This is an optimization exercise on Yosys and OpenROAD, whose aim is small area and a short achievable clock period, not a production implementation.
In this exercise RTL edits were held to simulation tests only and were not proved equivalent to the original.
Power is estimated from default activity; no workload was simulated.

## nickel
## piano_top
module piano_top (
    input CP,
    input clr,
    input[4:0] sw,
    input[4:0] Button,
    input[11:0] rom_data,
    output[16:0] rom_addr,
    output melody,
    output[4:0] led,
    output[6:0] a_to_g,
    output[3:0] an,
    output hsync,vsync,
    output[3:0] red,green,blue
);
For scale: ~1100 cells after synthesis, about 120 flip-flops, ~7800 µm² of cells after synthesis.
==> flow/config.mk <==
export PLATFORM = sky130hd
export DESIGN_NAME = piano_top
export DESIGN_NICKNAME = piano_top
export VERILOG_FILES = /design/flow/design.v
export SDC_FILE = /design/flow/constraint.sdc
export NUM_CORES = 4
export LEC_CHECK = 0
export CAP_MARGIN = 20
export CORE_MARGIN = 2
export CORE_UTILIZATION = 65
export PLACE_DENSITY = 0.75
export SLEW_MARGIN = 20
==> flow/constraint.sdc <==
create_clock -name core_clock -period 100.0 [get_ports {CP}]
set_input_delay 20.0000 -clock core_clock [delete_from_list [all_inputs] [get_ports {CP}]]
set_output_delay 20.0000 -clock core_clock [all_outputs]
set_load 0.01 [all_outputs]
standard.sh (not shown) runs the stock make flow with config.mk's settings and CLKGATE_MAP_FILE= SYNTH_SCRIPT=/design/flow/synth_recipe.tcl, a recipe that flattens the netlist after the stock synthesis.
==> flow/flow/run.sh <==
#!/bin/bash
# The standard layout (standard.sh), with these changes:
# - synthesis (flow/my_synth.tcl): arithmetic maps to plain gates (no
#   Kogge-Stone carry map, no full-adder cells) and ABC runs an area-oriented
#   script with two rounds of deep logic resynthesis (flow/area.abc);
#   registers and their
#   names are as in the standard synthesis;
# - port buffers are the smallest buffer cell;
# - the clock tree uses clkbuf_4 cells and no dummy loads;
# - repair_timing works on paths with less than 57.7 ns of slack: the paths
#   from the switch inputs to the outputs, which set the period reached.
# make's output goes to standard.log; each step's log is under orfs/logs.
set -euo pipefail
here=$(pwd)
bash standard.sh SYNTH_SCRIPT=$here/flow/my_synth.tcl ADDER_MAP_FILE= \
  "BUFFER_PORTS_ARGS=-buffer_cell sky130_fd_sc_hd__buf_1" \
  "CTS_ARGS=-sink_clustering_enable -repair_clock_nets -buf_list sky130_fd_sc_hd__clkbuf_4 -sink_clustering_size 20 -sink_clustering_max_diameter 300 -sink_buffer_max_cap_derate 1.0 -dont_use_dummy_load" \
  SETUP_SLACK_MARGIN=57.7 \
  finish > standard.log 2>&1
==> flow/flow/area.abc <==
strash; ifraig; dc2; dc2; dc2; &get -n; &deepsyn -T 300; &put; strash; dc2; &get -n; &deepsyn -T 200 -S 2; &put; strash; dch -f; amap; topo
==> flow/flow/my_synth.tcl <==
# The standard flow's synthesis (ORFS synth.tcl, without Yosys's fsm and share passes), with
# ripple arithmetic instead of the Kogge-Stone carry map and an area-oriented
# ABC script (flow/area.abc).
set my_dir [file dirname [file normalize [info script]]]
proc synth {args} {
  set out {}
  set skip 0
  foreach a $args {
    if {$skip} { set skip 0; continue }
    if {$a eq "-extra-map"} { set skip 1; continue }
    lappend out $a
  }
  yosys synth -nofsm -noshare {*}$out
}
proc abc {args} {
  global my_dir
  set out {}
  set skip 0
  foreach a $args {
    if {$skip} { set skip 0; continue }
    if {$a eq "-script"} { set skip 1; continue }
    lappend out $a
  }
  yosys abc -script $my_dir/area.abc {*}$out
}
source $::env(SCRIPTS_DIR)/synth.tcl
# left out here: clear keep_hierarchy, flatten, clean up, hide names made inside functions, write 1_2_yosys.v
nickel: no failed stages, no open violations at the end
[inputs] garnet vs nickel
-- flow/flow/run.sh --
<<< nickel, line 5
#   script with two rounds of deep logic resynthesis (flow/area.abc);
#   registers and their
>>> garnet, line 5
#   script with deep logic resynthesis (flow/area.abc); registers and their
==> flow/flow/area.abc <==
strash; ifraig; dc2; dc2; dc2; &get -n; &deepsyn -T 300; &put; strash; &get -n; &st; &dch -f; &nf -R 1000; &put; topo
==> comparison <==
The flow did not stop early for garnet: all stages ran, and the layout cleared the timing, DRC and antenna checks.
[compare] base=nickel new=garnet: number of non-filler instances in the completed layout decreased 8.7%, total power consumption of the routed design decreased 17%, post-detailed-placement half-perimeter wirelength decreased 2.2 mm, power share of the combinational group decreased 13 points.
Hold slack: garnet vs nickel — no meaningful difference
In garnet relative to nickel, first-pass GRT wire length had gone down by a little under 10%.
garnet against nickel; number of filler cells placed in the layout is up slightly.
garnet vs nickel: met3 track demand over resource down
From nickel to garnet the numbers moved as follows: post-placement cell area now smaller, post-route clock period utilization decreased by 0.44 points relative to the old numbers, multi-input gate share of the layout cell area climbed 5.7 points.
Modified inputs, quartz compared to garnet
-- flow/flow/run.sh --
<<< garnet, line 5
#   script with deep logic resynthesis (flow/area.abc); registers and their
#   names are as in the standard synthesis;
>>> quartz, line 5
#   script (flow/area.abc); registers and their names are as standard;
<<< garnet, line 8
# - the clock tree uses clkbuf_4 cells and no dummy loads;
# - repair_timing works on paths with less than 57.7 ns of slack: the paths
#   from the switch inputs to the outputs, which set the period reached.
>>> quartz, line 7
# - the clock tree uses clkbuf_4 cells and no dummy loads.
<<< garnet, line 17
  SETUP_SLACK_MARGIN=57.7 \
>>> quartz, line 14
==> flow/flow/area.abc <==
strash; ifraig; dc2; dc2; dc2; &get -n; &st; &dch -f; &nf -a -R 1000; &put; topo
-- flow/flow/my_synth.tcl --
<<< garnet, line 3
# ABC script (flow/area.abc).
>>> quartz, line 3
# ABC script.
==> run notes <==
quartz: all stages complete, timing, DRC and antenna checks passed. Compared quartz vs garnet, and area fraction of clock buffers and clock inverters is down in quartz. Compared with garnet, quartz shows overall via count from detail_route that has gone up by more than 10%. Of garnet and quartz, the lower non-clock buffer count belongs to quartz. Compared quartz vs garnet, and global-route wire length before repair is up in quartz. Diff garnet -> quartz | met1 capacity usage during global routing | increase of 5.1 points. In quartz the share of the clock period used by the worst path turned out 0.81 points higher than in garnet. In the tables for garnet and quartz, minimum setup slack after placement reads higher with quartz. quartz — area growth from synthesis to final layout 3.0 points lower, garnet as reference. Taking garnet as the reference point, the post-detailed-route wirelength per cell of quartz rises by about 15%.
> inputs changed (quartz -> willow)
-- flow/flow/run.sh --
<<< quartz, line 5
#   script (flow/area.abc); registers and their names are as standard;
>>> willow, line 5
#   script with two rounds of deep logic resynthesis (flow/area.abc);
#   registers and their
#   names are as in the standard synthesis;
<<< quartz, line 7
# - the clock tree uses clkbuf_4 cells and no dummy loads.
>>> willow, line 9
# - the clock tree uses clkbuf_4 cells and no dummy loads;
# - repair_timing works on paths with less than 57.7 ns of slack: the paths
#   from the switch inputs to the outputs, which set the period reached.
<<< quartz, line 14
>>> willow, line 18
  SETUP_SLACK_MARGIN=57.7 \
==> flow/flow/area.abc <==
strash; ifraig; dc2; dc2; dc2; &get -n; &deepsyn -T 300; &put; strash; dc2; &get -n; &deepsyn -T 200 -S 2; &put; strash; &get -n; &st; &dch -f; &nf -R 1000; &put; topo
-- flow/flow/my_synth.tcl --
<<< quartz, line 3
# ABC script.
>>> willow, line 3
# ABC script (flow/area.abc).
### Flow results
willow vs quartz — average vias per placed instance dropped 0.27. The routed wire length on met3 of willow falls short of that of quartz by about 32%. Delta (willow minus quartz): total die area went down; detailed placer's ending HPWL dropped 22%; wire length of the first global-routing pass now smaller; total of cells resized after clock tree synthesis saw an increase; final net count has decreased. Delta (willow minus quartz): relative slew slack shows an increase of 13 points; filler cell count shows a reduction of about 8%; critical path depth shows an increase of 3.

## port drivers added, routing unchanged
In the flow no input, the clock included, has a driving cell. The finished layouts below were timed again as built, in two steps. Step 1 (the two cells are an assumption about what drives the block):
set clk [get_ports {CP}]
set_driving_cell -lib_cell sky130_fd_sc_hd__clkbuf_16 $clk
set_driving_cell -lib_cell sky130_fd_sc_hd__buf_2 [delete_from_list [all_inputs] $clk]
Step 2 also shifts input and output timing later by t, the mid clock arrival at the registers, as if the neighbouring blocks saw the same clock. Slacks: no drivers / after step 1 / after step 2; pairs: no drivers / after step 1.
run	shift t [ns]	setup slack, ns	latest minus earliest clock arrival (ns)	worst register clock-pin slew, ns	worst slew at a driven data input, ns
nickel	0.559	57.359 / 57.299 / 57.299	0.051 / 0.051	0.12 / 0.12	0.08
garnet	0.534	57.799 / 57.777 / 57.777	0.025 / 0.025	0.10 / 0.10	0.03
quartz	0.582	56.994 / 56.972 / 56.972	0.039 / 0.039	0.12 / 0.12	0.04
willow	0.570	57.796 / 57.748 / 57.748	0.045 / 0.046	0.12 / 0.12	0.06
After both steps every run listed still meets setup and hold. The setup slack of nickel, which loses most, moves by -0.060 ns with the drivers and by -0.060 ns with both steps.
